Context: an optimization exercise on an open-source flow, tuned for small area. The choices shown serve that exercise and are no tape-out recipe.
The RTL was checked by simulation tests, not by an equivalence proof against the original design.
Power and IR drop assume default switching activity.

## design/flow/config.mk

```make
export PLATFORM = sky130hd
export DESIGN_NAME = clock_top_57
export DESIGN_NICKNAME = clock_top_57
export VERILOG_FILES = /design/flow/design.v
export SDC_FILE = /design/flow/constraint.sdc
export NUM_CORES = 4
export LEC_CHECK = 0
export CAP_MARGIN = 20
export CORE_MARGIN = 2
export CORE_UTILIZATION = 40
export SLEW_MARGIN = 20
```

## design/flow/constraint.sdc

```tcl
create_clock -name core_clock -period 20.0 [get_ports {clk_50m_57}]
set_input_delay 4.0000 -clock core_clock [delete_from_list [all_inputs] [get_ports {clk_50m_57}]]
set_output_delay 4.0000 -clock core_clock [all_outputs]
set_load 0.01 [all_outputs]
```

## design/flow/design.v

```verilog
module deshake1_57 #(
    parameter EDGE = 1
) (
    input  clk_50m_57 ,
    input  rst_57     ,
    input  key_in_57  ,
    output key_out_57 ,
    output key_rise_57
);
reg [3:0] cnt_57;
always @(posedge clk_50m_57) begin
    if (!key_in_57)
        cnt_57 <= 4'd0;
    else if (!cnt_57[3])
        cnt_57 <= cnt_57 + 4'd1;
    else
        cnt_57 <= {3'b100, (EDGE != 0) & ~rst_57};
end
assign key_out_57  = cnt_57[3];
assign key_rise_57 = cnt_57[3] & ~cnt_57[0];
endmodule
module clock_top_57 (
    input           clk_50m_57,
    input   [7:0]   sw_57 ,
    input   [7:0]   key_57 ,
    output  [6:0]   seg_57,
    output  [7:0]   dig_57,
    output  [7:0]   led_57,
    output          bell_57
);
wire clk = clk_50m_57;
wire rst;
wire [7:0] kout;
wire [7:0] krise;
deshake1_57 #(.EDGE(1)) u_deshake0 (.clk_50m_57(clk), .rst_57(rst), .key_in_57(key_57[0]), .key_out_57(kout[0]), .key_rise_57(krise[0]));
deshake1_57 #(.EDGE(1)) u_deshake1 (.clk_50m_57(clk), .rst_57(rst), .key_in_57(key_57[1]), .key_out_57(kout[1]), .key_rise_57(krise[1]));
deshake1_57 #(.EDGE(1)) u_deshake2 (.clk_50m_57(clk), .rst_57(rst), .key_in_57(key_57[2]), .key_out_57(kout[2]), .key_rise_57(krise[2]));
deshake1_57 #(.EDGE(0)) u_deshake3 (.clk_50m_57(clk), .rst_57(rst), .key_in_57(key_57[3]), .key_out_57(kout[3]), .key_rise_57(krise[3]));
deshake1_57 #(.EDGE(0)) u_deshake4 (.clk_50m_57(clk), .rst_57(rst), .key_in_57(key_57[4]), .key_out_57(kout[4]), .key_rise_57(krise[4]));
deshake1_57 #(.EDGE(0)) u_deshake5 (.clk_50m_57(clk), .rst_57(rst), .key_in_57(key_57[5]), .key_out_57(kout[5]), .key_rise_57(krise[5]));
deshake1_57 #(.EDGE(1)) u_deshake6 (.clk_50m_57(clk), .rst_57(rst), .key_in_57(key_57[6]), .key_out_57(kout[6]), .key_rise_57(krise[6]));
deshake1_57 #(.EDGE(0)) u_deshake7 (.clk_50m_57(clk), .rst_57(rst), .key_in_57(key_57[7]), .key_out_57(kout[7]), .key_rise_57(krise[7]));
assign rst = kout[7];
reg  [1:0] t4;       
reg  [2:0] t5;       
reg  [2:0] t25;      
reg        c500;     
reg  [4:0] t50;      
reg        c1;       
reg  [2:0] t2500;    
reg  [1:0] t3;       
reg  [2:0] t7;       
reg  [5:0] n47;      
reg  [5:0] n37;      
reg  [4:0] n31;      
reg  [4:0] n23;      
reg        n42;      
reg        n35;      
reg        n28;      
wire p        = t4[0];
wire t5_end   = t5 == 3'd4;
wire t25_end  = t5_end & (t25 == 3'd4);           
wire t50_end  = t25_end & p;                      
wire t2500_end= t50_end & (t50 == 5'd24) & c500;  
wire t7_end   = t7 == 3'd6;
wire t25_zero = (t5 == 3'd0) & (t25 == 3'd0);
wire clk5k    = t5[0] ^ p;                        
wire tick5k   = (t5 == 3'd0) & p;                 
wire clk1k    = t5[0] ^ t25[0] ^ p;               
wire tick1k   = t25_zero & p;                     
wire tick1    = t25_zero & ~p & ~c500 & (t50 == 5'd0) & c1;   
always @(posedge clk) begin
    if (rst) begin
        t4 <= 0; t5 <= 0; t25 <= 0; c500 <= 0; t50 <= 0; c1 <= 0; t2500 <= 0;
        t3 <= 0; t7 <= 0; n47 <= 0; n37 <= 0; n31 <= 0; n23 <= 0;
        n42 <= 0; n35 <= 0; n28 <= 0;
    end else begin
        t4 <= t4 + 2'd1;
        t5 <= t5_end ? 3'd0 : t5 + 3'd1;
        if (t5_end) t25 <= (t25 == 3'd4) ? 3'd0 : t25 + 3'd1;
        if (t50_end) begin
            c500 <= ~c500;
            t50  <= (t50 == 5'd24) ? 5'd0 : t50 + 5'd1;
        end
        if (t2500_end) begin
            c1    <= ~c1;
            t2500 <= (t2500 == 3'd4) ? 3'd0 : t2500 + 3'd1;
        end
        t3  <= (t3 == 2'd2) ? 2'd0 : t3 + 2'd1;
        t7  <= t7_end ? 3'd0 : t7 + 3'd1;
        n47 <= (n47 == 6'd46) ? 6'd0 : n47 + 6'd1;
        n37 <= (n37 == 6'd36) ? 6'd0 : n37 + 6'd1;
        n31 <= (n31 == 5'd30) ? 5'd0 : n31 + 5'd1;
        n23 <= (n23 == 5'd22) ? 5'd0 : n23 + 5'd1;
        if (t7_end & p & (t3 == 2'd2)) n42 <= ~n42;
        if (t7_end & t5_end)           n35 <= ~n35;
        if (t7_end & (t4 == 2'd3))     n28 <= ~n28;
    end
end
wire note_do  = n47[0] ^ p;
wire note_re  = n42;
wire note_mi  = n37[0] ^ p;
wire note_fa  = n35;
wire note_so  = n31[0] ^ p;
wire note_la  = n28;
wire note_ti  = clk1k;
wire note_doh = n23[0] ^ p;
reg [2:0] scan;
reg       shine;
always @(posedge clk) begin
    if (rst) begin
        scan  <= 0;
        shine <= 0;
    end else if (tick1k) begin
        scan <= scan + 3'd1;
        if ((t50 == 5'd24) & c500 & (t2500 == 3'd4)) shine <= ~shine;   
    end
end
reg [5:0] mel;
reg [2:0] num;
always @(posedge clk) begin
    if (rst) begin
        mel <= 0;
        num <= 0;
    end else if (tick1) begin
        mel <= mel + 6'd1;
        if ((mel == 6'd63) & (num != 3'd5)) num <= num + 3'd1;
    end
end
wire clock_e   = sw_57[0];
wire correct_e = sw_57[1];
wire run_m     = sw_57[2] & ~sw_57[3];
wire rec_m     = sw_57[2] &  sw_57[3];
wire alarm_m   = sw_57[3] & ~sw_57[2];
wire game_e    = sw_57[5];
wire organ_e   = sw_57[6];
wire bell_e    = sw_57[7];
wire time_m    = sw_57[0] | sw_57[1] | sw_57[2] | sw_57[3];
wire week_m    = ~sw_57[1] & ~sw_57[2] & ~sw_57[3] & sw_57[4] & ~sw_57[5] & ~sw_57[6];
function [5:0] step(input [5:0] v, input dn, input h);
    reg [5:0] lim;
    begin
        lim = h ? 6'd23 : 6'd59;
        if (dn) step = (v == 6'd0) ? lim : v - 6'd1;
        else    step = (v == lim) ? 6'd0 : v + 6'd1;
    end
endfunction
reg [1:0] fc;        
reg       cprev;
reg [5:0] sec, min;
reg [4:0] hour;
reg [1:0] csel;      
wire cclk  = (fc == 2'd0) ? c1 : (fc == 2'd1) ? c500 : (fc == 2'd2) ? clk5k : 1'b0;
wire ctick = cclk & ~cprev;
always @(posedge clk) begin
    if (rst) begin
        fc    <= 0;
        cprev <= 0;
        csel  <= 0;
    end else begin
        if (krise[6]) fc <= fc + 2'd1;
        cprev <= cclk;
        if (krise[2] & correct_e) csel <= (csel == 2'd2) ? 2'd0 : csel + 2'd1;
    end
end
wire       cdn  = ~clock_e & ~krise[0];
wire [5:0] s_n  = step(sec, cdn, 1'b0);
wire [5:0] m_n  = step(min, cdn, 1'b0);
wire [5:0] h_n  = step({1'b0, hour}, cdn, 1'b1);
wire       ckey = correct_e & ~clock_e & (krise[0] | krise[1]);
wire       crun = clock_e & ctick;
wire       s_en = crun | (ckey & (csel == 2'd0));
wire       m_en = (crun & (sec == 6'd59)) | (ckey & (csel == 2'd1));
wire       h_en = (crun & (sec == 6'd59) & (min == 6'd59)) | (ckey & (csel == 2'd2));
always @(posedge clk) begin
    if (rst) begin
        sec <= 0; min <= 0; hour <= 0;
    end else begin
        if (s_en) sec  <= s_n;
        if (m_en) min  <= m_n;
        if (h_en) hour <= h_n[4:0];
    end
end
reg [5:0] asec, amin;
reg [4:0] ahour;
reg [1:0] asel;
reg       wce;
reg [5:0] ssec, smin;    
reg [4:0] shour;
wire       akey = alarm_m & (krise[0] | krise[1]);
wire [5:0] a_in = (asel == 2'd0) ? asec : (asel == 2'd1) ? amin : {1'b0, ahour};
wire [5:0] a_n  = step(a_in, ~krise[0], asel[1]);
always @(posedge clk) begin
    if (rst) begin
        asec <= 0; amin <= 0; ahour <= 0; asel <= 0; wce <= 0;
    end else begin
        if (akey & (asel == 2'd0)) asec  <= a_n;
        if (akey & (asel == 2'd1)) amin  <= a_n;
        if (akey & (asel == 2'd2)) ahour <= a_n[4:0];
        if (alarm_m) begin
            wce <= krise[0];
            if (krise[2]) asel <= (asel == 2'd2) ? 2'd0 : asel + 2'd1;
        end
    end
end
always @(posedge clk) begin
    if (rst) begin
        ssec <= 0; smin <= 0; shour <= 0;
    end else if (tick5k & wce) begin
        ssec <= asec; smin <= amin; shour <= ahour;
    end
end
reg       wpa, wps;
reg [2:0] wd;
always @(posedge clk) begin
    if (rst) begin
        wpa <= 0; wps <= 0; wd <= 0;
    end else if (tick1k) begin
        wpa <= kout[0];
        wps <= kout[1];
        if (week_m) begin
            if (kout[0] & ~wpa)      wd <= (wd == 3'd7) ? 3'd1 : wd + 3'd1;
            else if (kout[1] & ~wps) wd <= (wd == 3'd1) ? 3'd7 : wd - 3'd1;
        end
    end
end
reg        run;
reg  [6:0] fs;
reg  [5:0] ss, ms;
reg  [2:0] wa;       
reg  [4:0] ra;       
reg        re;
reg [18:0] m0, m1, m2, m3, m4;
reg [18:0] rd, rec;
wire wr = run_m & krise[1];
always @(posedge clk) begin
    if (rst) begin
        run <= 0;
        fs <= 0; ss <= 0; ms <= 0;
    end else begin
        if (krise[0] & run_m) run <= ~run;
        if (tick5k) begin
            if (kout[2]) begin
                fs <= 0; ss <= 0; ms <= 0;
            end else if (run & run_m) begin
                fs <= (fs == 7'd99) ? 7'd0 : fs + 7'd1;
                if (fs == 7'd99) begin
                    ss <= step(ss, 1'b0, 1'b0);
                    if (ss == 6'd59) ms <= step(ms, 1'b0, 1'b0);
                end
            end
        end
    end
end
always @(posedge clk) begin
    if (rst) begin
        wa <= 3'd1;
        ra <= 5'b00001;
        re <= 0;
    end else begin
        if (wr) wa <= wa[2] ? 3'd0 : wa + 3'd1;
        if (rec_m & krise[0]) ra <= {ra[3:0], ra[4]};
        re <= rec_m & krise[0];
    end
end
wire [18:0] lap  = {ms, ss, fs};
wire [18:0] lapd = lap & {19{~rst}};    
always @(posedge clk) begin
    if (rst | (wr & (wa == 3'd0))) m0 <= lapd;
    if (rst | (wr & (wa == 3'd1))) m1 <= lapd;
    if (rst | (wr & (wa == 3'd2))) m2 <= lapd;
    if (rst | (wr & (wa == 3'd3))) m3 <= lapd;
    if (rst | (wr & wa[2]))        m4 <= lapd;
end
wire        rd_keep = ~rst & ~re;
wire [4:0]  rd_sel  = ra & {5{~rst & re}};
wire [18:0] rd_n = ({19{rd_sel[0]}} & m0) | ({19{rd_sel[1]}} & m1) | ({19{rd_sel[2]}} & m2) |
                   ({19{rd_sel[3]}} & m3) | ({19{rd_sel[4]}} & m4) | ({19{rd_keep}} & rd);
always @(posedge clk) begin
    rd <= rd_n;
    if (rst) rec <= 0;
    else if (rec_m) rec <= rd;
end
wire clock_m  = ~sw_57[2] & ~sw_57[3];
wire pos_sec  = (scan == 3'd0) | (scan == 3'd1);
wire pos_min  = (scan == 3'd3) | (scan == 3'd4);
wire pos_hour = (scan == 3'd6) | (scan == 3'd7);
wire pos_dash = (scan == 3'd2) | (scan == 3'd5);
wire pos_tens = (scan == 3'd1) | (scan == 3'd4) | (scan == 3'd7);
wire [6:0] v = ({7{run_m   & pos_sec }} & fs)               | ({7{run_m   & pos_min }} & {1'b0, ss})
             | ({7{run_m   & pos_hour}} & {1'b0, ms})        | ({7{rec_m   & pos_sec }} & rec[6:0])
             | ({7{rec_m   & pos_min }} & {1'b0, rec[12:7]}) | ({7{rec_m   & pos_hour}} & {1'b0, rec[18:13]})
             | ({7{alarm_m & pos_sec }} & {1'b0, asec})      | ({7{alarm_m & pos_min }} & {1'b0, amin})
             | ({7{alarm_m & pos_hour}} & {2'b0, ahour})     | ({7{clock_m & pos_sec }} & {1'b0, sec})
             | ({7{clock_m & pos_min }} & {1'b0, min})       | ({7{clock_m & pos_hour}} & {2'b0, hour});
function [3:0] add3(input [3:0] x);
    add3 = (x >= 4'd5) ? x + 4'd3 : x;
endfunction
wire [3:0] dd1 = add3({1'b0, v[6:4]});
wire [3:0] dd2 = add3({dd1[2:0], v[3]});
wire [3:0] dd3 = add3({dd2[2:0], v[2]});
wire [3:0] dd4 = add3({dd3[2:0], v[1]});
wire [3:0] dd5 = add3({1'b0, dd1[3], dd2[3], dd3[3]});
wire [7:0] bcd = {dd5[2:0], dd4[3], dd4[2:0], v[0]};
wire [3:0] num_d = week_m ? {1'b0, wd} :
                   time_m ? (pos_dash ? 4'd10 : pos_tens ? bcd[7:4] : bcd[3:0]) :
                   4'd15;
assign seg_57 = (num_d == 4'd0) ? 7'b0111111 :
                (num_d == 4'd1) ? 7'b0000110 :
                (num_d == 4'd2) ? 7'b1011011 :
                (num_d == 4'd3) ? 7'b1001111 :
                (num_d == 4'd4) ? 7'b1100110 :
                (num_d == 4'd5) ? 7'b1101101 :
                (num_d == 4'd6) ? 7'b1111101 :
                (num_d == 4'd7) ? 7'b0000111 :
                (num_d == 4'd8) ? 7'b1111111 :
                (num_d == 4'd9) ? 7'b1101111 :
                (num_d == 4'd10) ? 7'b1000000 :
                7'b0000000;
wire       shine_e = correct_e | alarm_m;
wire [1:0] bsel    = alarm_m ? asel : csel;
wire       blink   = shine_e & ~shine & ~pos_dash &
                     (bsel == (pos_sec ? 2'd0 : pos_min ? 2'd1 : 2'd2));
wire [7:0] scan_oh = 8'd1 << scan;
assign dig_57 = week_m ? 8'b11111110 : ~(scan_oh & {8{~blink}});
reg se;        
reg model;     
always @(posedge clk) begin
    if (rst) begin
        se    <= 0;
        model <= 0;
    end else begin
        se <= 1'b1;
        if ((sec == ssec) & (min == smin) & (hour == shour)) model <= 1'b0;
        else if ((sec == 6'd0) & (min == 6'd0))              model <= 1'b1;
    end
end
reg [2:0] pos2;
always @(posedge clk) begin
    if (rst) pos2 <= 0;
    else if (tick1 & game_e) pos2 <= pos2 + 3'd1;
end
wire       cleared = (num == 3'd5) | ((num == 3'd4) & (mel[5:1] != 5'd0));
wire       led1_on = (num == 3'd0) & mel[0] & (mel <= 6'd33);
wire [7:0] led1    = led1_on ? (mel[2] ? 8'b10101010 : 8'b01010101) : 8'd0;
wire [7:0] led0    = cleared ? 8'd0 : (8'd1 << mel[2:0]);
assign led_57 = game_e ? (8'd1 << pos2) : se ? (model ? led1 : led0) : 8'd0;
reg bm, b3;
reg note_m;
always @(*) begin
    case (mel)
        6'd0, 6'd1, 6'd2, 6'd16, 6'd17, 6'd18: note_m = note_doh;
        6'd3, 6'd19, 6'd48, 6'd49, 6'd50, 6'd51: note_m = note_la;
        6'd4, 6'd5, 6'd6, 6'd20, 6'd21, 6'd22, 6'd52, 6'd53, 6'd54, 6'd56, 6'd57, 6'd58, 6'd59, 6'd60, 6'd61: note_m = note_so;
        6'd7, 6'd23, 6'd12, 6'd13, 6'd14, 6'd15, 6'd27, 6'd35, 6'd44, 6'd45, 6'd46, 6'd55: note_m = note_fa;
        6'd8, 6'd9, 6'd10, 6'd24, 6'd25, 6'd26, 6'd32, 6'd33, 6'd34, 6'd40, 6'd41, 6'd42: note_m = note_re;
        6'd11, 6'd43: note_m = note_mi;
        6'd28, 6'd29, 6'd30, 6'd31, 6'd36, 6'd37, 6'd38, 6'd39: note_m = note_do;
        6'd47: note_m = note_ti;
        default: note_m = 1'b0;
    endcase
end
always @(posedge clk) begin
    if (rst) begin
        bm <= 0;
        b3 <= 0;
    end else begin
        bm <= note_m;
        if      (kout[6]) b3 <= note_re;
        else if (kout[5]) b3 <= note_mi;
        else if (kout[4]) b3 <= note_fa;
        else if (kout[3]) b3 <= note_so;
        else if (kout[2]) b3 <= note_la;
        else if (kout[1]) b3 <= note_ti;
        else if (kout[0]) b3 <= note_doh;
    end
end
assign bell_57 = organ_e ? b3 : bell_e ? bm : 1'b0;
endmodule
```

## design/flow/flow/run.sh

```bash
#!/bin/bash
# Own layout flow: the standard ORFS flow (standard.sh) with three changes:
#  - synthesis maps all logic (no separate adder-cell mapping) with an area-oriented
#    ABC script (flow/abc_area.script).
#    Flip-flops are mapped before ABC runs, so the registers, their names and cell
#    types are exactly those of the standard synthesis;
#  - port buffers are the smallest buffer (buf_1) instead of clkdlybuf4s50_1;
#  - clock tree synthesis options (flow/cts_args.txt).
# Each tool's full output goes to the ORFS step logs under orfs/logs/ and the whole
# make output to flow_make.log in the folder the flow runs in.
set -euo pipefail
F="$(cd "$(dirname "${BASH_SOURCE[0]}")" && pwd)"
W="$(pwd)"
{
    printf 'proc abc {args} {\n'
    printf '  set i [lsearch -exact $args -script]\n'
    printf '  if {$i >= 0} { lset args [expr {$i + 1}] {%s} }\n' "$F/abc_area.script"
    printf '  puts "own flow: abc with %s"\n' "$F/abc_area.script"
    printf '  yosys abc {*}$args\n'
    printf '}\n'
    cat "$W/synth_recipe.tcl"
} > "$W/own_synth.tcl"
CTS="$(tr '\n' ' ' < "$F/cts_args.txt")"
bash "$W/standard.sh" \
    SYNTH_SCRIPT="$W/own_synth.tcl" \
    ADDER_MAP_FILE= \
    BUFFER_PORTS_ARGS="-buffer_cell sky130_fd_sc_hd__buf_1" \
    CTS_ARGS="$CTS" \
    finish > "$W/flow_make.log" 2>&1
```

## design/flow/flow/abc_area.script

```
strash
dch -f
map -a
mfs2 -a
strash
dch -f
map -a
mfs2 -a
strash
dch -f
map -a
mfs2 -a
strash
dch -f
map -a
mfs2 -a
strash
dch -f
map -a
topo
```

## design/flow/flow/cts_args.txt

```
-sink_clustering_enable -repair_clock_nets -buf_list sky130_fd_sc_hd__clkbuf_8 -sink_clustering_size 12 -sink_clustering_max_diameter 100
```

## design/flow/standard.sh

```bash
#!/bin/bash
# synth_recipe.tcl (not shown) runs the flow's synth.tcl, then flattens the netlist and writes it again
# the make line also repeats each setting of config.mk as NAME=value (left out here)
make -C /OpenROAD-flow-scripts/flow DESIGN_CONFIG=/design/flow/config.mk WORK_HOME=/design/flow/orfs CLKGATE_MAP_FILE= SYNTH_SCRIPT=/design/flow/synth_recipe.tcl "${@:-finish}"
```

==> results of run 1 <==
[final cells by class]
cell class              count  area [µm²]
diodes                      1        2.50
clock buffers              31         427
clock inverters            15        95.1
fillers                  3482       19200
inverters                 237         891
multi-input cells        1146        5680
flip-flops and latches    326        7480
well taps                 455         569
repair buffers             51         236
[report_power, final]
part	internal [W]	switching, W	total, W
registers	0.000786	0.0000978	0.000884
logic	0.000201	0.000373	0.000574
clock network	0.000156	0.000223	0.000379
total	0.00114	0.000694	0.00184
[sequential cells by signal (all words and copies together), names as in the netlist, 7 cells and up]
signal / count
rd: 19
m1: 19
m3: 19
m4: 19
m2: 19
rec: 19
fs: 7
m0: 19
[placed cells by master (no fill, tap or decap), drive strengths merged, types with 7 or more instances in the layout]
master and count:
nor3 70, clkinv 238, nor2 322, edfxtp 95, dfxtp 231, nor4 12, o2111ai 20, clkbuf 31
a21oi 119, nand2 217, a31oi 22, a211oi 15, a22oi 59, o22ai 16, nand3 26, nand4 11
o21ai 159, xnor2 9, xor2 13, nor3b 9, buf 51, inv 13, a221oi 7
[cell families (layout without fill, tap and decap cells)]
group           count (synthesis)  in the layout  share of synthesized area
buf+inv                       237            334                     0.0634
compound gates                452            452                      0.194
simple gates                  672            672                      0.196
flops                         326            326                      0.533
other cells                     0              1                          0
xor+xnor                       22             22                     0.0137
[metal layers]
| layer | wire, µm | up-vias |
|---|---|---|
| li1 | - | 6093 |
| met1 | 17400 | 5674 |
| met2 | 17800 | 285 |
| met3 | 1960 | 71 |
| met4 | 881 | 2 |
| met5 | 13 | - |
[critical path, delay by kind of cell]
kind | cells | cell delay, ns
xor+xnor | 1 | 0.17
simple gates | 18 | 2.35
buf+inv | 11 | 1.75
compound gates | 7 | 1.15
[through the flow]
stage               instances  hold WS [ns]   util  worst slack (ns)  instance area, µm²
global route             2261         0.456  0.445              5.91               15400
floorplan                1709         0.406      -              7.60               14000
global placement         2214         0.413  0.430              6.99               14800
detailed placement       2214         0.424  0.430              6.68               14800
finish                   2262         0.435  0.445              6.55               15400
CTS                      2260         0.435  0.445              6.68               15400
[worst paths after layout]
check | slack (ns) | to | cells after the start | start
min reg2reg | 0.43 | t3[0]$_SDFF_PP0_ | 1 | t3[0]$_SDFF_PP0_
max reg2reg | 16.41 | rd[11]$_DFF_P_ | 8 | u_deshake7.cnt_57[3]$_SDFF_PN0_
max | 6.55 | seg_57[3] | 37 | sw_57[2]
min | 0.43 | t3[0]$_SDFF_PP0_ | 1 | t3[0]$_SDFF_PP0_
==> results.yml, run 1 <==
floorplan:
  die_h_um: 191
  ios: 41
  core_um2: 34500
  fp.dieW_um: 191
  start_util: 0.406
  row_count: 68
  dieArea_um2: 36600
cts:
  worstSkewPairLatency_ns: 0.62
  clock-root-buffer: "clkbuf_8"
  cts_made_buffers: 31
  cts_num_sinks: 326
  ctsHoldBuffers: 0
  clockBufferDepth: 3
  cts_htree_levels: 1
  cts_resized: 0
  cts_setup_buffers: 0
  clk_pin_slew_ns: 0.08
  cts_tree: "built"
global_routing:
  grt_util_met3: 0.0356
  grt_pass1_wl_mm: 60.4
  top_usage_layer: "met2"
  grt_usage: 0.209
  gr-total-overflow: 0
  first_global_vias: 11400
  met1_usage: 0.278
  grtUsageMet2: 0.351
  grt_max_degree: 73
  antenna_found_initial: 2
logic_synthesis:
  synth_seq_area_share: 0.533
  synth.distinct_cells: 37
  synth_area_leaders: "dfxtp_1 (33%), edfxtp_1 (20%), nor2_1 (8.6%), clkinv_1 (6.3%), nand2_1 (5.8%)"
  synth_commonest_cells: "nor2_1 (322), clkinv_1 (237), dfxtp_1 (231)"
  yosys_warnings: 3
  synth_most_common_cell: "nor2_1"
  async_reset_ff_frac: 0
  postSynthNetCount: 1726
  synthFlopType: "dfxtp_1"
  synth_top_cell_by_area: "dfxtp_1"
  synth_area_um2: 14000
  synth_cells: 1709
  synth_seq_cells: 326
  syn_avg_cell_area_um2: 8.21
  synth-edff-count: 95
  synth_top_area_frac: 0.330
timing:
  max_freq_ghz: 0.0743
  tightest_slew_ns: 1.09
  min_period_ns: 13.45
  setup_tns_ns: 0
  finClkSkew_ns: 0.0347
  slew_headroom: 0.275
  hold_viol_final: 0
  period_share: 0.673
  maxSlewViolCount: 0
  final-setup-viol-count: 0
  rsz0062_at_grt: "no"
place:
  port_buffers: 40
  dp_hpwl_mm: 26.8
  place_congestion: 0.925
drt:
  wirelength_mm: 38.0
  vias: 12100
  drtIter0Drc: 986
  postRouteAntennaNets: 0
  routedWlPerCell_um: 16.8
  remaining_drc_errors: 0
  dr.pass1.iters: 5
  routed_via_density: 5.36
final_layout:
  nNetsFinal: 1810
  areaGrowthSynthToFinish_pct: 9.63
  layout-drive-gt1-share: 0.0327
pwr:
  leakagePower_nw: 5.48
  vdd_ir_drop_max_mv: 0.0721
  power.total_w: 0.00184
  pwr_density_cell_nw_per_um2: 119
status:
  status: "complete, no violations"
flow_run:
  max_cap_violations: 0
critical_path:
  critPathKind: "input pin to output pin"
  cp_data_arrival_time_ns: 9.45
  worstPathRequired_ns: 16.00
  slowest_delay_ns: 0.64
  path_max_fanout: 25
  endpoint_kind: "output pin"
  crit_top_cell: "nand2_1"
  crit_path_top_delay_cell: "nor2_1"
  cp-start-kind: "input pin"
min_path:
  hp-class: "flop to flop"
==> inputs of run 2 (changes only) <==
--- a/design/flow/design.v
+++ b/design/flow/design.v
@@ -108,12 +108,8 @@
 reg [2:0] scan;
-reg       shine;
 always @(posedge clk) begin
-    if (rst) begin
-        scan  <= 0;
-        shine <= 0;
-    end else if (tick1k) begin
-        scan <= scan + 3'd1;
-        if ((t50 == 5'd24) & c500 & (t2500 == 3'd4)) shine <= ~shine;   
-    end
+    if (rst)         scan <= 0;
+    else if (tick1k) scan <= scan + 3'd1;
 end
+wire late  = (t50 == 5'd24) & c500 & clk1k & ~t25_zero;
+wire shine = t2500[0] ^ c1 ^ (late & (t2500 == 3'd4));
 reg [5:0] mel;
@@ -344,5 +340,7 @@
 wire       led1_on = (num == 3'd0) & mel[0] & (mel <= 6'd33);
-wire [7:0] led1    = led1_on ? (mel[2] ? 8'b10101010 : 8'b01010101) : 8'd0;
-wire [7:0] led0    = cleared ? 8'd0 : (8'd1 << mel[2:0]);
-assign led_57 = game_e ? (8'd1 << pos2) : se ? (model ? led1 : led0) : 8'd0;
+wire       led_oh  = game_e | (se & ~model & ~cleared);
+wire       led_pat = ~game_e & se & model & led1_on;
+wire [2:0] led_idx = game_e ? pos2 : mel[2:0];
+assign led_57 = ({8{led_oh}} & (8'd1 << led_idx)) |
+                ({8{led_pat}} & (mel[2] ? 8'b10101010 : 8'b01010101));
 reg bm, b3;
==> run 2 against run 1 <==
Setup slack got worse by 0.39 ns; register-to-register slack gained 0.11 ns; critical path depth down 1; synthesized area is 0.21% lower; first-iteration DRC count decreased by 7.1%; via count fell by 1.1%; combinational power is 0.7% lower; still clean; final area decreased by 0.18%; count of clock-buffer cells in the layout increased by 1; clock power shrank 2%; flip-flop and latch count shrank 1; fmax fell by 2.8%.
==> results.yml, run 2 <==
logic_synthesis:
  synthXorXnorAreaFrac: 0.0150
  postSynthNetCount: 1722
  synth_seq_area_share: 0.533
  synth_area_leaders: "dfxtp_1 (33%), edfxtp_1 (20%), nor2_1 (7.6%), clkinv_1 (6.8%), nand2_1 (6.3%)"
  synth.distinct_cells: 38
  async_reset_ff_frac: 0
  syn_avg_cell_area_um2: 8.21
  synth_cells: 1705
  synth_compound_area_frac: 0.192
  synthFlopType: "dfxtp_1"
  yosys_warnings: 3
  synth_commonest_cells: "nor2_1 (283), clkinv_1 (252), nand2_1 (236)"
  synth_top_family_by_area: "compound AO/OA/AOI/OAI gates"
  synth_seq_cells: 325
  synth_top_area_frac: 0.329
  synth_top_cell_by_area: "dfxtp_1"
  synth_most_common_cell: "nor2_1"
  synth_fa_ha_area_frac: 0
  yosys.area_share.simple: 0.192
  synth-edff-count: 95
  synth_area_um2: 14000
  synthMuxAreaShare: 0
place:
  dp_hpwl_mm: 26.6
  port_buffers: 40
  place_congestion: 0.921
pwr:
  intPower_w: 0.00113
  power.total_w: 0.00183
  leakagePower_nw: 5.49
  power_switching_w: 0.000695
  swShare: 0.380
  pwr_density_cell_nw_per_um2: 119
  pwr-share-seq: 0.485
  vdd_ir_drop_max_mv: 0.194
  power_frac_comb: 0.312
  p_clk_frac: 0.203
critical_path:
  worstPathRequired_ns: 16.00
  critPathKind: "input pin to output pin"
  crit_top_cell: "nor2_1"
  cp_data_arrival_time_ns: 9.84
  endpoint_kind: "output pin"
  cp-start-kind: "input pin"
  path_max_fanout: 25
  crit_family: "simple AND/OR/NAND/NOR gates"
  slowest_delay_ns: 0.63
  crit_path_top_delay_cell: "nor2_1"
  critPathLaunch: "sw_57[2]"
  path_buf_inv: 9
  rr_startpoint: "t4[0]$_SDFF_PP0_"
timing:
  hold_viol_final: 0
  max_freq_ghz: 0.0722
  setup_tns_ns: 0
  period_share: 0.692
  finClkSkew_ns: 0.0191
  min_period_ns: 13.84
  final-setup-viol-count: 0
  slew_headroom: 0.279
  maxSlewViolCount: 0
  tightest_slew_ns: 1.08
  rsz0062_at_grt: "no"
  timing.hold.ws_ns: 0.433
drt:
  postRouteAntennaNets: 0
  routedWlPerCell_um: 16.7
  drtIter0Drc: 916
  dr.pass1.iters: 5
  routed_via_density: 5.31
  remaining_drc_errors: 0
  vias: 12000
  wirelength_mm: 37.7
global_routing:
  grt_usage: 0.208
  first_global_vias: 10900
  antenna_found_initial: 0
  grt_max_degree: 127
  grt_pass1_wl_mm: 60.0
  gr-total-overflow: 0
final_layout:
  layout.cells.most_common_list: "nor2_1 (281), clkinv_1 (251), nand2_1 (236)"
  antenna-diode-count: 0
  areaGrowthSynthToFinish_pct: 9.65
  layout-drive-gt1-share: 0.0350
  layout_commonest_cell: "nor2_1"
  nNetsFinal: 1806
floorplan:
  fp.dieW_um: 191
  core_um2: 34500
  ios: 41
  dieArea_um2: 36500
  start_util: 0.406
  row_count: 68
  die_h_um: 191
min_path:
  hp-class: "flop to flop"
  hp-start: "t3[0]$_SDFF_PP0_"
cts:
  cts_tree: "built"
  cts_made_buffers: 31
  cts_htree_levels: 1
  cts_setup_buffers: 0
  cts_resized: 0
  clock-root-buffer: "clkbuf_8"
  clockBufferDepth: 3
  clk_pin_slew_ns: 0.08
  worstSkewPairLatency_ns: 0.62
  cts_num_sinks: 325
  ctsHoldBuffers: 0
status:
  status: "complete, no violations"
flow_run:
  max_cap_violations: 0
## run 2: cell count changes after synthesis, sizes merged, moves of 3 or more
cell    change
nor2       -39
nand2      +19
a21oi      +17
clkinv     +15
o21ai      -12
a31oi       -7
o211ai      -4
o22ai       +4
a211oi      -3
nor3b       -3
xor2        +3
## run 2: final cells by class
class | instances | area [µm²]
clock buffer | 32 | 440
clock inverter | 14 | 67.6
fill | 3365 | 19100
inverter | 252 | 947
multi-input combinational | 1128 | 5610
sequential | 325 | 7460
tap | 455 | 569
timing repair buffer | 51 | 254
## run 2: cell families (layout without fill, tap and decap cells)
kind of cell,Yosys count,after routing
xor+xnor,24,24
buf+inv,252,349
simple gates,655,655
compound gates,449,449
flops,325,325
## run 2: stage by stage
step                      area [µm²]  cells  utilization  worst slack (ns)
after floorplan                14000   1705            -              7.17
after global placement         14800   2208        0.430              6.57
after detailed placement       14800   2209        0.430              6.27
after CTS                      15300   2255        0.445              6.25
after global routing           15300   2257        0.445              5.29
final                          15300   2257        0.445              6.16
## run 2: layer usage
layer  share of wire  vias up  track usage  wire length (µm)
met4           0.021        0       0.0541               803
met3           0.049       62       0.0240              1870
li1                -     6052            -                 -
met1            0.50     5579        0.315             19000
met2            0.42      300        0.313             16000
met5               0        -            0                 0
## run 2: power groups by stage
stage / registers [W] / clock network, W / logic, W
final: 0.000887 / 0.000372 / 0.000570
after global routing: 0.000901 / 0.000408 / 0.000647
after CTS: 0.000885 / 0.000384 / 0.000568
after detailed placement: 0.000899 / 0 / 0.000565
after global placement: 0.000897 / 0 / 0.000554
after floorplan: 0.000866 / 0 / 0.000421
## run 2: path summary, 6_finish.rpt
check | to | slack, ns | cells after the start
max reg2reg | ms[3]$_SDFFE_PP0P_ | 16.52 | 16
min reg2reg | t3[0]$_SDFF_PP0_ | 0.43 | 1
min | t3[0]$_SDFF_PP0_ | 0.43 | 1
max | seg_57[5] | 6.16 | 36
==> inputs of run 3 (changes only) <==
==> design/flow/flow/cts_args.txt (replaced) <==
-sink_clustering_enable -repair_clock_nets -buf_list sky130_fd_sc_hd__clkbuf_8 -sink_clustering_size 12 -sink_clustering_max_diameter 100 -dont_use_dummy_load
==> run 3 against run 2 <==
Still clean; sequential share of layout area grew 0.26 points; final area fell by 0.53%; global-route usage about the same; worst hold slack about the same; setup slack worse by 0.061 ns; synthesized area stayed put; synthesized cell count unchanged; largest cell class unchanged; largest power group unchanged.
==> results.yml, run 3 <==
critical_path:
  reg2reg_depth: 16
  rr_startpoint: "t4[0]$_SDFF_PP0_"
  slowest_delay_ns: 0.66
  worst_r2r_endpoint: "ms[3]$_SDFFE_PP0P_"
  crit_top_cell: "nor2_1"
  endpoint_kind: "output pin"
  worstPathRequired_ns: 16.00
  path_max_fanout: 25
  r2r_slack_ns: 16.61
  critPathKind: "input pin to output pin"
  cp_data_arrival_time_ns: 9.90
  crit_path_top_delay_cell: "nor2_1"
  cp-start-kind: "input pin"
logic_synthesis:
  synth_area_leaders: "dfxtp_1 (33%), edfxtp_1 (20%), nor2_1 (7.6%), clkinv_1 (6.8%), nand2_1 (6.3%)"
  synth_most_common_cell: "nor2_1"
  synth_commonest_cells: "nor2_1 (283), clkinv_1 (252), nand2_1 (236)"
  synthFlopType: "dfxtp_1"
  synth_area_um2: 14000
  synth-edff-count: 95
  async_reset_ff_frac: 0
  synth_top_cell_by_area: "dfxtp_1"
  syn_avg_cell_area_um2: 8.21
  synth_seq_area_share: 0.533
  yosys_warnings: 3
  synth_top_area_frac: 0.329
  synth.distinct_cells: 38
  synth_cells: 1705
  postSynthNetCount: 1722
  synth_seq_cells: 325
min_path:
  worstHoldPathCells: 1
  min_to: "t3[0]$_SDFF_PP0_"
  hp-start: "t3[0]$_SDFF_PP0_"
  hp-class: "flop to flop"
cts:
  cts_tree: "built"
  cts_num_sinks: 325
  cts_setup_buffers: 0
  cts_resized: 0
  worstSkewPairLatency_ns: 0.63
  clk_pin_slew_ns: 0.08
  cts_htree_levels: 1
  clock-root-buffer: "clkbuf_8"
  ctsHoldBuffers: 0
  cts_made_buffers: 31
  clockBufferDepth: 3
timing:
  min_period_ns: 13.90
  max_freq_ghz: 0.0719
  final-setup-viol-count: 0
  rsz0062_at_grt: "no"
  finClkSkew_ns: 0.0540
  slew_headroom: 0.276
  hold_viol_final: 0
  maxSlewViolCount: 0
  setup_tns_ns: 0
  period_share: 0.695
  tightest_slew_ns: 1.09
final_layout:
  layout-drive-gt1-share: 0.0336
  layout_commonest_cell: "nor2_1"
  antenna-diode-count: 0
  final_area_um2: 15300
  layout.cells.most_common_list: "nor2_1 (281), clkinv_1 (251), nand2_1 (236)"
  nNetsFinal: 1806
  areaGrowthSynthToFinish_pct: 9.07
status:
  status: "complete, no violations"
floorplan:
  start_util: 0.406
  ios: 41
  core_um2: 34500
  dieArea_um2: 36500
  fp.dieW_um: 191
  row_count: 68
  die_h_um: 191
pwr:
  pwr_density_cell_nw_per_um2: 118
  vdd_ir_drop_max_mv: 0.194
  leakagePower_nw: 5.41
drt:
  dr.pass1.iters: 5
  postRouteAntennaNets: 0
  wirelength_mm: 37.6
  remaining_drc_errors: 0
  vias: 12000
  drtIter0Drc: 920
  routed_via_density: 5.35
  routedWlPerCell_um: 16.8
place:
  placed_cell_area_um2: 14800
  dp_hpwl_mm: 26.6
  place_congestion: 0.921
  port_buffers: 40
global_routing:
  grt_usage: 0.208
  antenna_found_initial: 0
  grt_pass1_wl_mm: 59.9
  grt_max_degree: 127
  gr-total-overflow: 0
  first_global_vias: 10900
flow_run:
  max_cap_violations: 0
[run 3: through the flow]
step | utilization | instances | total power [W] | setup WS [ns] | hold slack [ns]
CTS | 0.442 | 2240 | 0.00182 | 6.25 | 0.437
global placement | 0.430 | 2208 | 0.00145 | 6.57 | 0.413
global route | 0.443 | 2242 | 0.00193 | 5.29 | 0.459
detailed placement | 0.430 | 2209 | 0.00146 | 6.27 | 0.427
finish | 0.443 | 2242 | 0.00181 | 6.10 | 0.433
floorplan | - | 1705 | 0.00129 | 7.17 | 0.406
[run 3: report_power, final]
group | total, W | internal (W) | switching, W
combinational | 0.000569 | 0.000201 | 0.000368
clock | 0.000351 | 0.000137 | 0.000214
sequential | 0.000887 | 0.000786 | 0.000102
[run 3: logic make-up after synthesis]
group                     after synthesis  synth area share
AOI/OAI and AO/OA                     449             0.192
xor gates and xnor gates               24            0.0150
buffers and inverters                 252            0.0676
DFF                                   325             0.533
and+or+nand+nor                       655             0.192
[run 3: worst max-delay path by stage]
stage	from	to	slack, ns
after floorplan	sw_57[2]	seg_57[3]	7.17
after global placement	sw_57[2]	seg_57[6]	6.57
after detailed placement	sw_57[2]	seg_57[5]	6.27
after CTS	sw_57[2]	seg_57[5]	6.25
after global routing	sw_57[3]	seg_57[5]	5.29
final	sw_57[2]	seg_57[5]	6.10
[run 3: worst max-delay path, delay by kind of cell]
kind	cells	cell delay, ns
AO/OA/AOI/OAI	9	1.49
XOR/XNOR	1	0.20
buffers and inverters	9	1.66
AND/OR/NAND/NOR	17	2.55
[run 3: routing by layer]
metal | part of all wire | up-vias | track usage
li1 | - | 6030 | -
met1 | 0.49 | 5537 | 0.314
met2 | 0.43 | 362 | 0.312
met3 | 0.060 | 62 | 0.0244
met4 | 0.024 | 0 | 0.0562
met5 | 0 | - | 0
[run 3: area by class of cell]
type / instances / area [µm²]
Multi-Input combinational cell: 1128 / 5610
Clock buffer: 31 / 427
Sequential cell: 325 / 7460
Timing Repair Buffer: 51 / 254
Inverter: 252 / 947
Fill cell: 3367 / 19200
Tap cell: 455 / 569
==> inputs of run 4 (changes only) <==
==> design/flow/flow/cts_args.txt (replaced) <==
-sink_clustering_enable -repair_clock_nets -buf_list sky130_fd_sc_hd__clkbuf_8 -sink_clustering_size 14 -sink_clustering_max_diameter 120 -dont_use_dummy_load
--- a/design/flow/config.mk
+++ b/design/flow/config.mk
@@ -7,5 +7,5 @@
 export LEC_CHECK = 0
-export CAP_MARGIN = 20
+export CAP_MARGIN = 10
 export CORE_MARGIN = 2
 export CORE_UTILIZATION = 40
-export SLEW_MARGIN = 20
+export SLEW_MARGIN = 10
==> run 4 against run 3 <==
Worst hold slack worse by 0.0018 ns; count of clock-buffer cells in the layout down 4; final area down 0.57%; sequential power about the same; setup slack about the same; final cell count down 0.31%; highest routed layer unchanged.
==> results.yml, run 4 <==
status:
  status: "complete, no violations"
critical_path:
  slowest_delay_ns: 0.65
  worstPathRequired_ns: 16.00
  endpoint_kind: "output pin"
  path_max_fanout: 25
  reg2reg_depth: 9
  path_buf_inv: 9
  critPathKind: "input pin to output pin"
  cp_data_arrival_time_ns: 9.90
  rr_startpoint: "u_deshake0.cnt_57[3]$_SDFF_PN0_"
  r2r_slack_ns: 16.61
  worst_r2r_endpoint: "sec[0]$_SDFFE_PP0P_"
  crit_family: "simple AND/OR/NAND/NOR gates"
  critPathLaunch: "sw_57[2]"
  crit_top_cell: "nor2_1"
  crit_path_top_delay_cell: "nor2_1"
  cp-start-kind: "input pin"
min_path:
  min_to: "t3[0]$_SDFF_PP0_"
  worstHoldPathCells: 1
  hp-start: "t3[0]$_SDFF_PP0_"
  hp-class: "flop to flop"
global_routing:
  met1_usage: 0.309
  grt_util_met3: 0.0299
  grtUsageMet2: 0.310
  antenna_found_initial: 0
  top_usage_layer: "met2"
  gr-total-overflow: 0
  grt_pass1_wl_mm: 59.4
  first_global_vias: 10800
  grt_max_degree: 127
  grt_usage: 0.205
logic_synthesis:
  synth_fa_ha_area_frac: 0
  synthFlopType: "dfxtp_1"
  synthMuxAreaShare: 0
  syn_avg_cell_area_um2: 8.21
  synth_compound_area_frac: 0.192
  synth-edff-count: 95
  synth_seq_area_share: 0.533
  synth_top_family_by_area: "compound AO/OA/AOI/OAI gates"
  synth_area_leaders: "dfxtp_1 (33%), edfxtp_1 (20%), nor2_1 (7.6%), clkinv_1 (6.8%), nand2_1 (6.3%)"
  async_reset_ff_frac: 0
  synth_cells: 1705
  postSynthNetCount: 1722
  synthXorXnorAreaFrac: 0.0150
  synth_top_cell_by_area: "dfxtp_1"
  synth_top_area_frac: 0.329
  synth_seq_cells: 325
  yosys.area_share.simple: 0.192
  synth.distinct_cells: 38
  yosys_warnings: 3
  synth_most_common_cell: "nor2_1"
  synth_commonest_cells: "nor2_1 (283), clkinv_1 (252), nand2_1 (236)"
  synth_area_um2: 14000
cts:
  clock-root-buffer: "clkbuf_8"
  cts_tree: "built"
  clockBufferDepth: 3
  cts_setup_buffers: 0
  cts_made_buffers: 27
  clk_pin_slew_ns: 0.09
  ctsHoldBuffers: 0
  cts_htree_levels: 1
  cts_num_sinks: 325
  worstSkewPairLatency_ns: 0.61
  cts_resized: 0
floorplan:
  row_count: 68
  die_h_um: 191
  dieArea_um2: 36500
  start_util: 0.406
  fp.dieW_um: 191
  ios: 41
  core_um2: 34500
final_layout:
  layout_commonest_cell: "nor2_1"
  fin_util: 0.441
  nNetsFinal: 1799
  antenna-diode-count: 0
  layout-drive-gt1-share: 0.0298
  areaGrowthSynthToFinish_pct: 8.46
  layout.cells.most_common_list: "nor2_1 (281), clkinv_1 (251), nand2_1 (236)"
  fillers: 3376
timing:
  finClkSkew_ns: 0.0595
  timing.hold.ws_ns: 0.431
  min_period_ns: 13.90
  setup_tns_ns: 0
  setup_ws_ns: 6.10
  maxSlewViolCount: 0
  max_freq_ghz: 0.0719
  tightest_slew_ns: 1.12
  hold_viol_final: 0
  final-setup-viol-count: 0
  rsz0062_at_grt: "no"
  period_share: 0.695
  slew_headroom: 0.246
flow_run:
  max_cap_violations: 0
pwr:
  leakagePower_nw: 5.36
  pwr_density_cell_nw_per_um2: 117
  vdd_ir_drop_max_mv: 0.185
  power.total_w: 0.00178
drt:
  drtIter0Drc: 1077
  vias: 11900
  postRouteAntennaNets: 0
  wirelength_mm: 37.2
  dr.pass1.iters: 6
  routedWlPerCell_um: 16.6
  remaining_drc_errors: 0
  routed_via_density: 5.32
place:
  place_ws_ns: 6.27
  dp_hpwl_mm: 26.3
  place_congestion: 0.921
  port_buffers: 40
run 4: worst max path at each step:
stage	to	slack [ns]	cells past startpoint
after floorplan	seg_57[3]	7.17	35
after global placement	seg_57[6]	6.57	33
after detailed placement	seg_57[5]	6.27	36
after CTS	seg_57[5]	6.23	36
after global routing	seg_57[5]	5.33	38
final	seg_57[5]	6.10	36
run 4: cell type report:
class                   count  area [µm²]  area share
flip-flops and latches    325        7460       0.491
repair buffers             48         223      0.0147
well taps                 455         569      0.0375
multi-input cells        1128        5610       0.370
clock buffers              27         372      0.0245
inverters                 252         947      0.0624
run 4: metrics by stage:
step                std cells  cell area [µm²]
floorplan                1705            14000
global placement         2208            14800
detailed placement       2208            14800
CTS                      2235            15200
global route             2235            15200
finish                   2235            15200
run 4: worst reg2reg max path: cells and delay by family, from the launching register on:
kind / cells / cell delay, ns
buf+inv: 3 / 0.57
simple gates: 3 / 1.23
compound gates: 3 / 1.15
flops: 1 / 0.39
run 4: per-layer routing:
| layer | vias up | share of wire | routed length (µm) |
|---|---|---|---|
| met1 | 5506 | 0.50 | 18400 |
| met3 | 53 | 0.062 | 2300 |
| met4 | 0 | 0.018 | 664 |
| met2 | 311 | 0.42 | 15800 |
| met5 | - | 0 | 0 |
| li1 | 6019 | - | - |
run 4: report_power, final:
part | switching (W) | internal [W]
registers | 0.000100 | 0.000786
clock network | 0.000207 | 0.000120
logic | 0.000367 | 0.000201
run 4: cell families after synthesis:
| family | count (synthesis) |
|---|---|
| buf+inv | 252 |
| flops | 325 |
| xor+xnor | 24 |
| simple gates | 655 |
| compound gates | 449 |
==> inputs of run 5 (changes only) <==
--- a/design/flow/config.mk
+++ b/design/flow/config.mk
@@ -7,5 +7,5 @@
 export LEC_CHECK = 0
-export CAP_MARGIN = 10
+export CAP_MARGIN = 20
 export CORE_MARGIN = 2
-export CORE_UTILIZATION = 40
-export SLEW_MARGIN = 10
+export CORE_UTILIZATION = 65
+export SLEW_MARGIN = 20
==> run 5 against run 4 <==
Clock power decreased by 2%; routed wire length decreased by 3.0%; die area decreased by 38%; via count increased by 3.3%; largest power group unchanged.
==> results.yml, run 5 <==
drt:
  dr.pass1.iters: 9
  vias: 12300
  drtIter0Drc: 1032
  routedWlPerCell_um: 17.5
  wirelength_mm: 36.0
  routed_via_density: 5.98
  remaining_drc_errors: 0
  postRouteAntennaNets: 0
timing:
  setup_tns_ns: 0
  max_freq_ghz: 0.0718
  rsz0062_at_grt: "no"
  final-setup-viol-count: 0
  maxSlewViolCount: 0
  tightest_slew_ns: 1.09
  min_period_ns: 13.94
  slew_headroom: 0.275
  finClkSkew_ns: 0.0521
  period_share: 0.697
  hold_viol_final: 0
pwr:
  vdd_ir_drop_max_mv: 0.0862
  pwr_density_cell_nw_per_um2: 119
  leakagePower_nw: 5.36
cts:
  cts_num_sinks: 325
  clock-root-buffer: "clkbuf_8"
  worstSkewPairLatency_ns: 0.59
  ctsHoldBuffers: 0
  cts_htree_levels: 1
  clk_pin_slew_ns: 0.08
  cts_resized: 0
  cts_setup_buffers: 0
  cts_tree: "built"
  cts_made_buffers: 27
  clockBufferDepth: 3
place:
  placed_cell_area_um2: 14600
  place_congestion: 0.930
  port_buffers: 40
  dp_hpwl_mm: 25.5
global_routing:
  antenna_found_initial: 2
  grt_max_degree: 91
  grt_pass1_wl_mm: 57.4
  first_global_vias: 11400
  grt_usage: 0.322
  gr-total-overflow: 0
logic_synthesis:
  synth_commonest_cells: "nor2_1 (283), clkinv_1 (252), nand2_1 (236)"
  syn_avg_cell_area_um2: 8.21
  synth_cells: 1705
  synthMuxAreaShare: 0
  yosys_warnings: 3
  synth_area_um2: 14000
  yosys.area_share.simple: 0.192
  postSynthNetCount: 1722
  synth_compound_area_frac: 0.192
  synthFlopType: "dfxtp_1"
  synthXorXnorAreaFrac: 0.0150
  synth.distinct_cells: 38
  synth-edff-count: 95
  synth_fa_ha_area_frac: 0
  synth_most_common_cell: "nor2_1"
  synth_top_family_by_area: "compound AO/OA/AOI/OAI gates"
  synth_area_leaders: "dfxtp_1 (33%), edfxtp_1 (20%), nor2_1 (7.6%), clkinv_1 (6.8%), nand2_1 (6.3%)"
  synth_top_area_frac: 0.329
  synth_top_cell_by_area: "dfxtp_1"
  synth_seq_cells: 325
  async_reset_ff_frac: 0
  synth_seq_area_share: 0.533
floorplan:
  core_um2: 21100
  dieArea_um2: 22700
  row_count: 53
  fp.dieW_um: 151
  die_h_um: 151
  start_util: 0.664
  ios: 41
critical_path:
  r2r_slack_ns: 16.63
  slowest_delay_ns: 0.56
  crit_family: "simple AND/OR/NAND/NOR gates"
  worstPathRequired_ns: 16.00
  critPathKind: "input pin to output pin"
  crit_top_cell: "nor2_1"
  endpoint_kind: "output pin"
  worst_r2r_endpoint: "ahour[2]$_SDFFE_PP0P_"
  cp_data_arrival_time_ns: 9.94
  path_buf_inv: 10
  rr_startpoint: "asel[0]$_SDFFE_PP0P_"
  cp-start-kind: "input pin"
  path_max_fanout: 25
  crit_path_top_delay_cell: "nor2_1"
  reg2reg_depth: 18
final_layout:
  layout-drive-gt1-share: 0.0298
  layout_commonest_cell: "nor2_1"
  antenna-diode-count: 0
  areaGrowthSynthToFinish_pct: 6.75
  layout.cells.most_common_list: "nor2_1 (281), clkinv_1 (251), nand2_1 (236)"
  nNetsFinal: 1798
  fillers: 1723
  final_area_um2: 14900
min_path:
  hp-class: "flop to flop"
  worstHoldPathCells: 1
  min_to: "t3[0]$_SDFF_PP0_"
  hp-start: "t3[0]$_SDFF_PP0_"
status:
  status: "complete, no violations"
flow_run:
  max_cap_violations: 0
-- run 5: cell counts after synthesis --
Identical to the previous run, type by type.
-- run 5: layout make-up --
type | instances | area, µm² | area share
Sequential cell | 325 | 7460 | 0.499
Multi-Input combinational cell | 1128 | 5620 | 0.376
Inverter | 252 | 947 | 0.0634
Clock buffer | 27 | 372 | 0.0249
Tap cell | 275 | 344 | 0.0230
Timing Repair Buffer | 47 | 203 | 0.0136
-- run 5: cell families after synthesis --
| kind of cell | after synthesis |
|---|---|
| AO/OA/AOI/OAI | 449 |
| flip-flops | 325 |
| AND/OR/NAND/NOR | 655 |
| buffers and inverters | 252 |
| XOR/XNOR | 24 |
-- run 5: layer usage --
metal | up-vias | GRT usage | wire [µm]
li1 | 6035 | - | -
met1 | 5747 | 0.432 | 15600
met2 | 413 | 0.542 | 17000
met3 | 79 | 0.0503 | 2320
met4 | 4 | 0.0972 | 1050
met5 | - | 0 | 25
-- run 5: worst max-delay path by stage --
stage / from / endpoint / slack (ns) / cells after the start
3_3_place_gp: sw_57[2] / seg_57[5] / 6.67 / 38
3_5_place_dp: sw_57[2] / seg_57[3] / 6.34 / 38
6_report: sw_57[2] / seg_57[3] / 6.06 / 38
2_1_floorplan: sw_57[2] / seg_57[3] / 7.17 / 35
5_1_grt: sw_57[2] / seg_57[3] / 5.45 / 40
4_1_cts: sw_57[2] / seg_57[3] / 6.33 / 38
-- run 5: power breakdown --
group,internal [W],leakage (nW),switching [W]
registers,0.000786,2.82,0.0000990
clock network,0.000120,0.194,0.000200
logic,0.000201,2.35,0.000366
total,0.00111,5.36,0.000665
-- run 5: through the flow --
| stage | total power [W] | util | hold WS, ns | setup WS (ns) | instances |
|---|---|---|---|---|---|
| after floorplan | 0.00129 | - | 0.406 | 7.17 | 1705 |
| after global placement | 0.00143 | 0.691 | 0.417 | 6.67 | 2027 |
| after detailed placement | 0.00145 | 0.691 | 0.422 | 6.34 | 2027 |
| after CTS | 0.00176 | 0.708 | 0.434 | 6.33 | 2054 |
| after global routing | 0.00188 | 0.708 | 0.450 | 5.45 | 2054 |
| final | 0.00177 | 0.708 | 0.435 | 6.06 | 2054 |
==> inputs of run 6 (changes only) <==
--- a/design/flow/flow/abc_area.script
+++ b/design/flow/flow/abc_area.script
@@ -1,2 +1,5 @@
 strash
+&get -n
+&deepsyn -T 60
+&put
 dch -f
--- a/design/flow/config.mk
+++ b/design/flow/config.mk
@@ -9,3 +9,3 @@
 export CORE_MARGIN = 2
-export CORE_UTILIZATION = 65
+export CORE_UTILIZATION = 40
 export SLEW_MARGIN = 20
==> run 6 against run 5 <==
Highest routed layer is now met4; die area is 56% higher; routed wire length is 0.14% lower; largest power group unchanged; clock power is 2% higher; sequential power is 17% lower; global-route usage is 12 points lower; via count is 6.8% lower; critical path type unchanged; fmax is 8.8% higher.
==> results.yml, run 6 <==
floorplan:
  fp.dieW_um: 188
  ios: 41
  dieArea_um2: 35400
  start_util: 0.406
  die_h_um: 188
  row_count: 67
  core_um2: 33400
global_routing:
  antenna_found_initial: 0
  first_global_vias: 11000
  gr-total-overflow: 0
  grt_max_degree: 51
  grt_usage: 0.204
  grt_pass1_wl_mm: 58.5
critical_path:
  cp-start-kind: "input pin"
  cp_data_arrival_time_ns: 8.81
  path_max_fanout: 18
  critPathKind: "input pin to output pin"
  worstPathRequired_ns: 16.00
  endpoint_kind: "output pin"
  r2r_slack_ns: 16.56
  reg2reg_depth: 14
timing:
  maxSlewViolCount: 0
  hold_viol_final: 0
  finClkSkew_ns: 0.0445
  timing.hold.ws_ns: 0.426
  final-setup-viol-count: 0
  setup_ws_ns: 7.19
  tightest_slew_ns: 1.10
  period_share: 0.640
  rsz0062_at_grt: "no"
  max_freq_ghz: 0.0781
  setup_tns_ns: 0
  slew_headroom: 0.264
  min_period_ns: 12.81
cts:
  cts_tree: "built"
  clock-root-buffer: "clkbuf_8"
  ctsHoldBuffers: 0
  cts_resized: 0
  cts_made_buffers: 27
  cts_setup_buffers: 0
  worstSkewPairLatency_ns: 0.56
  cts_num_sinks: 325
  cts_htree_levels: 1
  clockBufferDepth: 3
  clk_pin_slew_ns: 0.04
logic_synthesis:
  synth_top_cell_by_area: "dfxtp_1"
  synth_most_common_cell: "clkinv_1"
  synthFlopType: "dfxtp_1"
  synth.distinct_cells: 35
  synth_area_um2: 13600
  synth_seq_cells: 325
  syn_avg_cell_area_um2: 8.39
  yosys_warnings: 3
  synth_commonest_cells: "clkinv_1 (265), nor2_1 (242), dfxtp_1 (230)"
  synth_top_area_frac: 0.339
  async_reset_ff_frac: 0
  synth_cells: 1618
  synth_area_leaders: "dfxtp_1 (34%), edfxtp_1 (21%), clkinv_1 (7.3%), nor2_1 (6.7%), o21ai_0 (6.0%)"
  synth-edff-count: 95
  synth_seq_area_share: 0.549
  postSynthNetCount: 1635
place:
  place_ws_ns: 7.34
  dp_hpwl_mm: 25.7
  port_buffers: 40
  placed_cell_area_um2: 14400
  place_congestion: 0.890
final_layout:
  layout.cells.most_common_list: "clkinv_1 (264), nor2_1 (242), dfxtp_1 (229)"
  areaGrowthSynthToFinish_pct: 8.80
  layout-drive-gt1-share: 0.0401
  fillers: 3304
  final_area_um2: 14800
  layout_commonest_cell: "clkinv_1"
  antenna-diode-count: 0
  nNetsFinal: 1713
drt:
  vias: 11400
  routedWlPerCell_um: 16.8
  remaining_drc_errors: 0
  dr.pass1.iters: 7
  wirelength_mm: 36.0
  drtIter0Drc: 711
  routed_via_density: 5.34
  postRouteAntennaNets: 0
pwr:
  power.total_w: 0.00130
  vdd_ir_drop_max_mv: 0.0589
  leakagePower_nw: 4.99
  pwr_density_cell_nw_per_um2: 87.6
status:
  status: "complete, no violations"
flow_run:
  max_cap_violations: 0
min_path:
  hp-class: "flop to flop"
  worstHoldPathCells: 1
-- run 6: cell count changes after synthesis, moves of 8 or more --
cell,before,now
nor3_1,72,55
a211oi_1,12,4
nand3_1,26,52
nor2_1,283,242
o21ai_0,147,163
a22oi_1,59,50
o2111ai_1,22,0
clkinv_1,252,265
o22ai_1,20,66
a21oi_1,136,91
a31o_2,0,20
nand2_1,236,194
-- run 6: power breakdown --
group / internal, W / switching (W) / total (W)
sequential: 0.000709 / 0.0000257 / 0.000735
combinational: 0.0000737 / 0.000162 / 0.000236
clock: 0.000120 / 0.000204 / 0.000325
-- run 6: area by class of cell --
type / instances / area (µm²) / share of cell area
clock buffers: 27 / 372 / 0.0251
inverters: 265 / 995 / 0.0673
multi-input cells: 1028 / 5170 / 0.350
flip-flops and latches: 325 / 7460 / 0.505
well taps: 448 / 561 / 0.0379
repair buffers: 49 / 218 / 0.0147
-- run 6: routing by layer --
layer,track usage,share of wire,vias to the layer above
met1,0.277,0.46,5390
met2,0.350,0.48,259
met3,0.0285,0.050,44
li1,-,-,5745
met5,0,0,-
met4,0.0400,0.017,0
-- run 6: cells by family after synthesis --
family	after synthesis	share of synthesized area
DFF	325	0.549
buffers and inverters	265	0.0732
xor gates and xnor gates	13	0.00838
AOI/OAI and AO/OA	446	0.197
and+or+nand+nor	569	0.172
-- run 6: critical path: stages --
cell and delay [ns]:
buf_1 0.13, clkinv_1 0.10, nor2_1 0.65, clkinv_1 0.70, o22ai_1 0.29, o21ai_0 0.14, nand4_1 0.24, a21oi_1 0.14
o21ai_0 0.31, nand2_1 0.14, xnor2_1 0.18, o21ai_0 0.17, a31oi_1 0.07, or2_2 0.29, a22oi_1 0.32, clkinv_1 0.20
nand2_1 0.12, nand2_1 0.10, a31oi_1 0.22, o21a_1 0.16, buf_1 0.15
-- run 6: worst paths after layout --
| path | endpoint | startpoint |
|---|---|---|
| min reg2reg | u_deshake7.cnt_57[0]$_SDFF_PP0_ | u_deshake7.cnt_57[0]$_SDFF_PP0_ |
| max | seg_57[3] | sw_57[2] |
| min | u_deshake7.cnt_57[0]$_SDFF_PP0_ | u_deshake7.cnt_57[0]$_SDFF_PP0_ |
| max reg2reg | ms[4]$_SDFFE_PP0P_ | t4[0]$_SDFF_PP0_ |
-- run 6: metrics by stage --
stage / utilization / cells
after floorplan: - / 1618
after global placement: 0.431 / 2115
after detailed placement: 0.431 / 2115
after CTS: 0.442 / 2142
after global routing: 0.442 / 2142
final: 0.442 / 2142

separate check: timing with driven ports:
The results above use ideal ports. As a check the final layouts listed here were re-extracted and re-timed, cells and wires unchanged. Step 1 (the two cells are an assumption about what drives the block):
set clk [get_ports {clk_50m_57}]
set_driving_cell -lib_cell sky130_fd_sc_hd__clkbuf_16 $clk
set_driving_cell -lib_cell sky130_fd_sc_hd__buf_2 [delete_from_list [all_inputs] $clk]
Step 2 also shifts input and output timing later by t, the mid clock arrival at the registers, as if the neighbouring blocks saw the same clock. Slacks: ideal ports / drivers / drivers and shift; pairs: ideal ports / drivers.
run | shift t [ns] | setup slack, ns | hold slack, ns | slew at the worst register clock pin (ns) | worst data-port slew with drivers (ns)
run 1 | 0.651 | 6.549 / 6.470 / 6.470 | 0.435 / 0.435 / 0.435 | 0.09 / 0.09 | 0.08
run 2 | 0.658 | 6.157 / 6.108 / 6.108 | 0.433 / 0.433 / 0.433 | 0.09 / 0.09 | 0.05
run 3 | 0.651 | 6.096 / 6.047 / 6.047 | 0.433 / 0.433 / 0.433 | 0.09 / 0.09 | 0.05
run 4 | 0.623 | 6.096 / 6.045 / 6.045 | 0.431 / 0.431 / 0.431 | 0.10 / 0.10 | 0.05
run 5 | 0.609 | 6.063 / 5.986 / 5.986 | 0.435 / 0.435 / 0.435 | 0.11 / 0.11 | 0.08
run 6 | 0.596 | 7.194 / 7.135 / 7.135 | 0.426 / 0.426 / 0.426 | 0.11 / 0.11 | 0.06
After both steps setup and hold are still met in every run listed. The setup slack of run 1, which loses most, moves by -0.079 ns with the drivers and by -0.079 ns with both steps.
